What follows belongs to an exercise in optimizing a design on an open flow for small area; a production flow would make more cautious choices.
In this exercise RTL edits were held to simulation tests only and were not proved equivalent to the original.
The clock port is modelled as an ideal driver, which makes a skipped or thinned clock tree look cheaper than it is; a real chip needs a root buffer or a tree.
Power and IR drop assume default switching activity.

Setup of run A:
==> flow/design.v (excerpt) <==
module mdc_if_top(
    input clk_8_3mhz,
    input reset_n,
    input mdio_in,
    output reg [15:0] read_reg_data,
    output read_valid,
    output busy,
    output mdio_out,
    output read_en
    );
export LEC_CHECK = 0
export CAP_MARGIN = 0
export CORE_MARGIN = 2
export CORE_UTILIZATION = 40
export GPL_TIMING_DRIVEN = 0
export SLEW_MARGIN = 0
create_clock -name core_clock -period 20.0 [get_ports {clk_8_3mhz}]
standard.sh (not shown) runs the stock make flow with config.mk's settings and CLKGATE_MAP_FILE= SYNTH_SCRIPT=/design/flow/synth_recipe.tcl, a recipe that flattens the netlist after the stock synthesis.
==> flow/flow/run.sh <==
#!/bin/bash
set -euo pipefail
W=$PWD
R=$W/orfs/results/sky130hd/mdc_if_top/base

# 1. standard synthesis, unchanged
bash standard.sh synth > 01_synth_standard.log 2>&1

# 2. re-map the combinational cells for area; flip-flops keep names and cells.
#    Two starting points: the standard synthesis netlist, and the RTL
#    synthesized directly with its flip-flops renamed to the standard names.
cp $R/1_2_yosys.v $W/synth_standard.v
starts="$W/synth_standard.v"
if RTL_IN=$W/design.v RTL_OUT=$W/synth_rtl_raw.v yosys -c $W/flow/rtl_synth.tcl > 02a_rtl_synth.log 2>&1 &&
   python3 $W/flow/rename_flops.py $W/synth_standard.v $W/synth_rtl_raw.v $W/synth_rtl.v > 02b_rename_flops.log 2>&1; then
  starts="$starts $W/synth_rtl.v"
fi
best=""
best_area=""
k=0
for start in $starts; do
  k=$((k + 1))
  SYNTH_IN=$start SYNTH_OUT=$W/synth_remap$k.v \
    ABC_SCRIPTS="$(ls $W/flow/abc*.script | tr '\n' ' ')" REMAP_PASSES=1 \
    yosys -c $W/flow/remap.tcl > 02c_remap$k.log 2>&1 || continue
  area=$(sed -n "s/.*Chip area for module '.mdc_if_top': \([0-9.]*\).*/\1/p" $W/synth_remap$k.v.stat)
  echo "start $start: area $area" >> 02d_remap_choice.log
  if [ -z "$best" ] || awk "BEGIN {exit !($area < $best_area)}"; then
    best=$W/synth_remap$k.v
    best_area=$area
  fi
done
echo "kept $best ($best_area)" >> 02d_remap_choice.log
cp $best $W/synth_remap.v
cp $W/synth_remap.v $R/1_2_yosys.v
rm -f $R/1_synth.odb $R/1_synth.sdc

# 3. the rest of the standard flow
export BUFFER_PORTS_ARGS="-buffer_cell sky130_fd_sc_hd__buf_1"
export CTS_ARGS="-sink_clustering_enable -repair_clock_nets -dont_use_dummy_load -root_buf sky130_fd_sc_hd__clkbuf_4 -buf_list sky130_fd_sc_hd__clkbuf_4"
export POST_CTS_TCL=$W/flow/clock_tree.tcl CLKTREE_CANDIDATES="2 sky130_fd_sc_hd__clkbuf_8 3 sky130_fd_sc_hd__clkbuf_4 4 sky130_fd_sc_hd__clkbuf_4 5 sky130_fd_sc_hd__clkbuf_4" CLKTREE_MAX_SLEW=0.118 CLKTREE_PORT=clk_8_3mhz
bash standard.sh > 03_layout.log 2>&1
==> flow/flow/clock_tree.tcl <==
# Replace the clock tree CTS built with a one-level tree: the clock port
# drives a few buffers, each placed at the centre of the flip-flops it
# drives, the flip-flops split into groups by position. For each candidate
# in CLKTREE_CANDIDATES ("count cell" pairs), the buffer of any group whose
# estimated clock-pin slew is over CLKTREE_MAX_SLEW (ns) is upsized until
# none is; the candidate with the smallest buffer area is kept.
set block [ord::get_db_block]
set db [ord::get_db]
set clk_port_net [$block findNet $::env(CLKTREE_PORT)]

proc tree_cells {root} {
  # buffers and sinks below root
  set sinks {}; set bufs {}
  set todo [list $root]
  while {[llength $todo]} {
    set net [lindex $todo 0]
    set todo [lrange $todo 1 end]
    foreach it [$net getITerms] {
      if {[$it isOutputSignal]} { continue }
      set inst [$it getInst]
      set mname [[$inst getMaster] getName]
      if {[regexp {^sky130_fd_sc_hd__(clkbuf|clkinv|buf|inv|clkdlybuf)} $mname]} {
        if {[lsearch $bufs $inst] < 0} {
          lappend bufs $inst
          foreach o [$inst getITerms] {
            if {[$o isOutputSignal]} { lappend todo [$o getNet] }
          }
        }
      } else {
        lappend sinks $it
      }
    }
  }
  return [list $sinks $bufs]
}

proc rip_tree {root} {
  lassign [tree_cells $root] sinks bufs
  foreach b $bufs {
    set onets {}
    foreach o [$b getITerms] {
      if {[$o isOutputSignal]} { lappend onets [$o getNet] }
    }
    foreach it [$b getITerms] { $it disconnect }
    odb::dbInst_destroy $b
    foreach n $onets {
      if {$n != "NULL" && $n != $root} { odb::dbNet_destroy $n }
    }
  }
  foreach it $sinks { $it disconnect }
  return $sinks
}

proc split_groups {items k} {
  if {$k <= 1} { return [list $items] }
  set xs {}; set ys {}
  foreach e $items { lappend xs [lindex $e 0]; lappend ys [lindex $e 1] }
  set xs [lsort -integer $xs]; set ys [lsort -integer $ys]
  set axis [expr {([lindex $xs end] - [lindex $xs 0]) >= ([lindex $ys end] - [lindex $ys 0]) ? 0 : 1}]
  set items [lsort -integer -index $axis $items]
  set k1 [expr {$k / 2}]
  set n1 [expr {[llength $items] * $k1 / $k}]
  return [concat [split_groups [lrange $items 0 [expr {$n1 - 1}]] $k1] \
                 [split_groups [lrange $items $n1 end] [expr {$k - $k1}]]]
}

proc build_tree {root sinks cells} {
  set block [ord::get_db_block]
  set items {}
  foreach it $sinks {
    set box [[$it getInst] getBBox]
    lappend items [list [expr {([$box xMin] + [$box xMax]) / 2}] [expr {([$box yMin] + [$box yMax]) / 2}] $it]
  }
  set nbuf [llength $cells]
  set groups [split_groups $items $nbuf]
  set result {}
  for {set g 0} {$g < $nbuf} {incr g} {
    set grp [lindex $groups $g]
    set master [[ord::get_db] findMaster [lindex $cells $g]]
    set net [odb::dbNet_create $block "clknet_leaf_$g"]
    $net setSigType CLOCK
    set inst [odb::dbInst_create $block $master "clkbuf_leaf_$g"]
    [$inst findITerm A] connect $root
    [$inst findITerm X] connect $net
    set sx 0; set sy 0
    set gs {}
    foreach e $grp {
      [lindex $e 2] connect $net
      lappend gs [lindex $e 2]
      set sx [expr {$sx + [lindex $e 0]}]
      set sy [expr {$sy + [lindex $e 1]}]
    }
    set cnt [llength $grp]
    $inst setLocation [expr {$sx / $cnt}] [expr {$sy / $cnt}]
    $inst setPlacementStatus PLACED
    lappend result [list $inst $gs]
  }
  return $result
}

proc max_clk_slew {sinks} {
  set mx 0
  foreach it $sinks {
    set pin [get_pins [[$it getInst] getName]/[[$it getMTerm] getName]]
    set s [get_property $pin slew_max]
    if {$s > $mx} { set mx $s }
  }
  return $mx
}

set upsize(sky130_fd_sc_hd__clkbuf_2) sky130_fd_sc_hd__clkbuf_4
set upsize(sky130_fd_sc_hd__clkbuf_4) sky130_fd_sc_hd__clkbuf_8
set upsize(sky130_fd_sc_hd__clkbuf_8) sky130_fd_sc_hd__clkbuf_16
proc cell_area {name} {
  set m [[ord::get_db] findMaster $name]
  return [expr {[$m getWidth] * [$m getHeight]}]
}

$clk_port_net setSigType CLOCK
set sinks [rip_tree $clk_port_net]
puts "clock_tree: [llength $sinks] sinks"
set best_cells {}
set best_area 0
foreach {nbuf cell} $::env(CLKTREE_CANDIDATES) {
  set cells [lrepeat $nbuf $cell]
  while 1 {
    set groups [build_tree $clk_port_net $sinks $cells]
    detailed_placement
    estimate_parasitics -placement
    set worst -1; set worst_slew 0
    for {set g 0} {$g < $nbuf} {incr g} {
      set s [max_clk_slew [lindex $groups $g 1]]
      if {$s > $::env(CLKTREE_MAX_SLEW) && $s > $worst_slew} { set worst $g; set worst_slew $s }
    }
    set sinks [rip_tree $clk_port_net]
    if {$worst < 0} { break }
    set c [lindex $cells $worst]
    if {![info exists upsize($c)]} { set cells {}; break }
    lset cells $worst $upsize($c)
  }
  if {[llength $cells] == 0} { continue }
  set area 0
  foreach c $cells { set area [expr {$area + [cell_area $c]}] }
  puts "clock_tree: candidate $nbuf x $cell gives $cells, area $area"
  if {[llength $best_cells] == 0 || $area < $best_area} {
    set best_cells $cells
    set best_area $area
  }
}
puts "clock_tree: using $best_cells"
set groups [build_tree $clk_port_net $sinks $best_cells]
detailed_placement
estimate_parasitics -placement
for {set g 0} {$g < [llength $best_cells]} {incr g} {
  puts "clock_tree: [[lindex $groups $g 0] getName] ([lindex $best_cells $g]) drives [llength [lindex $groups $g 1]] sinks, estimated slew [max_clk_slew [lindex $groups $g 1]]"
}
check_placement -verbose
estimate_parasitics -placement
repair_timing -hold
detailed_placement
check_placement -verbose
report_clock_skew
Other scripts of this flow, unchanged in this note and not shown: flow/flow/abc1.script, flow/flow/abc2.script, flow/flow/abc3.script, flow/flow/abc4.script, flow/flow/abc5.script, flow/flow/remap.tcl, flow/flow/rename_flops.py, flow/flow/rtl_synth.tcl
Run A: PASS, flow complete, no timing, DRC or antenna violations
What run B does differently from run A at the input level:
--- a/flow/flow/run.sh
+++ b/flow/flow/run.sh
@@ -40,3 +40,3 @@
 export CTS_ARGS="-sink_clustering_enable -repair_clock_nets -dont_use_dummy_load -root_buf sky130_fd_sc_hd__clkbuf_4 -buf_list sky130_fd_sc_hd__clkbuf_4"
-export POST_CTS_TCL=$W/flow/clock_tree.tcl CLKTREE_CANDIDATES="2 sky130_fd_sc_hd__clkbuf_8 3 sky130_fd_sc_hd__clkbuf_4 4 sky130_fd_sc_hd__clkbuf_4 5 sky130_fd_sc_hd__clkbuf_4" CLKTREE_MAX_SLEW=0.118 CLKTREE_PORT=clk_8_3mhz
+export POST_CTS_TCL=$W/flow/clock_tree.tcl CLKTREE_CANDIDATES="2 sky130_fd_sc_hd__clkbuf_8 3 sky130_fd_sc_hd__clkbuf_4 4 sky130_fd_sc_hd__clkbuf_4 5 sky130_fd_sc_hd__clkbuf_4" CLKTREE_MAX_SLEW=0.12 CLKTREE_PORT=clk_8_3mhz
 bash standard.sh > 03_layout.log 2>&1
--- a/flow/flow/clock_tree.tcl
+++ b/flow/flow/clock_tree.tcl
@@ -2,3 +2,3 @@
 # drives a few buffers, each placed at the centre of the flip-flops it
-# drives, the flip-flops split into groups by position. For each candidate
+# drives, the flip-flops split into compact groups by position. For each candidate
 # in CLKTREE_CANDIDATES ("count cell" pairs), the buffer of any group whose
@@ -66,2 +66,40 @@
 
+# refine the groups: balanced k-means (each group at most ceil(n/k) sinks),
+# assigning the closest sink-centre pairs first, starting from the bisection
+proc kmeans_groups {items k} {
+  set groups [split_groups $items $k]
+  set n [llength $items]
+  set cap [expr {($n + $k - 1) / $k}]
+  for {set round 0} {$round < 20} {incr round} {
+    set centres {}
+    foreach grp $groups {
+      set sx 0; set sy 0
+      foreach e $grp { set sx [expr {$sx + [lindex $e 0]}]; set sy [expr {$sy + [lindex $e 1]}] }
+      lappend centres [list [expr {$sx / [llength $grp]}] [expr {$sy / [llength $grp]}]]
+    }
+    set pairs {}
+    for {set i 0} {$i < $n} {incr i} {
+      set e [lindex $items $i]
+      for {set g 0} {$g < $k} {incr g} {
+        set c [lindex $centres $g]
+        lappend pairs [list [expr {abs([lindex $e 0] - [lindex $c 0]) + abs([lindex $e 1] - [lindex $c 1])}] $i $g]
+      }
+    }
+    set pairs [lsort -integer -index 0 $pairs]
+    set done {}
+    set count [lrepeat $k 0]
+    set new [lrepeat $k {}]
+    foreach pr $pairs {
+      lassign $pr d i g
+      if {[dict exists $done $i] || [lindex $count $g] >= $cap} { continue }
+      dict set done $i 1
+      lset count $g [expr {[lindex $count $g] + 1}]
+      lset new $g [concat [lindex $new $g] [list [lindex $items $i]]]
+    }
+    if {$new eq $groups} { break }
+    set groups $new
+  }
+  return $groups
+}
+
 proc build_tree {root sinks cells} {
@@ -74,3 +112,3 @@
   set nbuf [llength $cells]
-  set groups [split_groups $items $nbuf]
+  set groups [kmeans_groups $items $nbuf]
   set result {}
@@ -132,2 +170,3 @@
       set s [max_clk_slew [lindex $groups $g 1]]
+      puts "clock_tree: trying $cells: group $g ([llength [lindex $groups $g 1]] sinks) estimated slew $s"
       if {$s > $::env(CLKTREE_MAX_SLEW) && $s > $worst_slew} { set worst $g; set worst_slew $s }
==> results.txt <==
Relative to run A, wire length on met3 increased by 2.0% in run B. Delta (run B minus run A): maximum frequency saw little to no change, internal portion of total power saw little to no change, worst hold slack saw a decrease. Detailed-route wire length on metal 1 (higher): run A. Setup slack: run B more than run A.
Changes in run C relative to run B:
--- a/flow/flow/run.sh
+++ b/flow/flow/run.sh
@@ -40,3 +40,3 @@
 export CTS_ARGS="-sink_clustering_enable -repair_clock_nets -dont_use_dummy_load -root_buf sky130_fd_sc_hd__clkbuf_4 -buf_list sky130_fd_sc_hd__clkbuf_4"
-export POST_CTS_TCL=$W/flow/clock_tree.tcl CLKTREE_CANDIDATES="2 sky130_fd_sc_hd__clkbuf_8 3 sky130_fd_sc_hd__clkbuf_4 4 sky130_fd_sc_hd__clkbuf_4 5 sky130_fd_sc_hd__clkbuf_4" CLKTREE_MAX_SLEW=0.12 CLKTREE_PORT=clk_8_3mhz
+export POST_CTS_TCL=$W/flow/clock_tree.tcl CLKTREE_CANDIDATES="2 sky130_fd_sc_hd__clkbuf_8 0 2 sky130_fd_sc_hd__clkbuf_8 2 3 sky130_fd_sc_hd__clkbuf_4 0 4 sky130_fd_sc_hd__clkbuf_4 0 4 sky130_fd_sc_hd__clkbuf_4 1 4 sky130_fd_sc_hd__clkbuf_4 2 4 sky130_fd_sc_hd__clkbuf_4 3 5 sky130_fd_sc_hd__clkbuf_4 0" CLKTREE_MAX_SLEW=0.12 CLKTREE_PORT=clk_8_3mhz
 bash standard.sh > 03_layout.log 2>&1
--- a/flow/flow/clock_tree.tcl
+++ b/flow/flow/clock_tree.tcl
@@ -3,3 +3,4 @@
 # drives, the flip-flops split into compact groups by position. For each candidate
-# in CLKTREE_CANDIDATES ("count cell" pairs), the buffer of any group whose
+# in CLKTREE_CANDIDATES ("count cell extra" triples, extra loosening the
+# balance of the groups), the buffer of any group whose
 # estimated clock-pin slew is over CLKTREE_MAX_SLEW (ns) is upsized until
@@ -66,8 +67,9 @@
 
-# refine the groups: balanced k-means (each group at most ceil(n/k) sinks),
+# refine the groups: balanced k-means (each group at most ceil(n/k) + extra
+# sinks),
 # assigning the closest sink-centre pairs first, starting from the bisection
-proc kmeans_groups {items k} {
+proc kmeans_groups {items k extra} {
   set groups [split_groups $items $k]
   set n [llength $items]
-  set cap [expr {($n + $k - 1) / $k}]
+  set cap [expr {($n + $k - 1) / $k + $extra}]
   for {set round 0} {$round < 20} {incr round} {
@@ -104,3 +106,3 @@
 
-proc build_tree {root sinks cells} {
+proc build_tree {root sinks cells extra} {
   set block [ord::get_db_block]
@@ -112,3 +114,3 @@
   set nbuf [llength $cells]
-  set groups [kmeans_groups $items $nbuf]
+  set groups [kmeans_groups $items $nbuf $extra]
   set result {}
@@ -161,6 +163,6 @@
 set best_area 0
-foreach {nbuf cell} $::env(CLKTREE_CANDIDATES) {
+foreach {nbuf cell extra} $::env(CLKTREE_CANDIDATES) {
   set cells [lrepeat $nbuf $cell]
   while 1 {
-    set groups [build_tree $clk_port_net $sinks $cells]
+    set groups [build_tree $clk_port_net $sinks $cells $extra]
     detailed_placement
@@ -182,5 +184,6 @@
   foreach c $cells { set area [expr {$area + [cell_area $c]}] }
-  puts "clock_tree: candidate $nbuf x $cell gives $cells, area $area"
+  puts "clock_tree: candidate $nbuf x $cell (extra $extra) gives $cells, area $area"
   if {[llength $best_cells] == 0 || $area < $best_area} {
     set best_cells $cells
+    set best_extra $extra
     set best_area $area
@@ -189,3 +192,3 @@
 puts "clock_tree: using $best_cells"
-set groups [build_tree $clk_port_net $sinks $best_cells]
+set groups [build_tree $clk_port_net $sinks $best_cells $best_extra]
 detailed_placement
--- outcome ---
Run C: cell leakage power is 0.0026 nW lower than what run B reported.
Measured against each other, run C and run B differ in wire length of the first global-routing pass, the lower figure coming from run C.
The higher core utilization of run C and run B is in run B.
[run C] detailed-route wire length per cell rose 0.47% relative to run B
Power delta (run C − run B): favourable
Run C against run B; internal power is down by a few percent.
Compared with run B, in run C wire length on met1 shrank by 1.6%; met1 track demand over resource shrank by 0.22 points; power spent charging and discharging nets grew by about 1.1%; cell area after layout shrank by 6.3 µm².
In every run of this note, the design's own scripts or RTL, not TritonCTS, make the clock network.

## separate check: timing with driven ports
The flow's constraints put no driver on any port. The routed layouts listed below were extracted and timed again, unchanged, in two steps.
Step 1: set_driving_cell puts a clkbuf_16 on clk_8_3mhz and a buf_2 on each other input, an assumption about the parent block.
Step 2 moves the port delays by t, midway between the first and last clock arrival at a register: inputs arrive t later, outputs are due t later. That takes back most of the time a late clock gives input paths.
Slacks: ideal / step 1 / step 2; pairs: ideal / step 1.
run	shift t [ns]	setup WS [ns]	worst hold slack (ns)	worst data-port slew with drivers (ns)	cell pins on the clock port's net
run A	0.195	10.682 / 10.657 / 10.657	0.354 / 0.354 / 0.354	0.03	4
run B	0.189	10.698 / 10.674 / 10.674	0.333 / 0.333 / 0.333	0.04	4
run C	0.202	10.689 / 10.664 / 10.664	0.349 / 0.349 / 0.349	0.04	4
After both steps setup and hold are still met in every run listed.
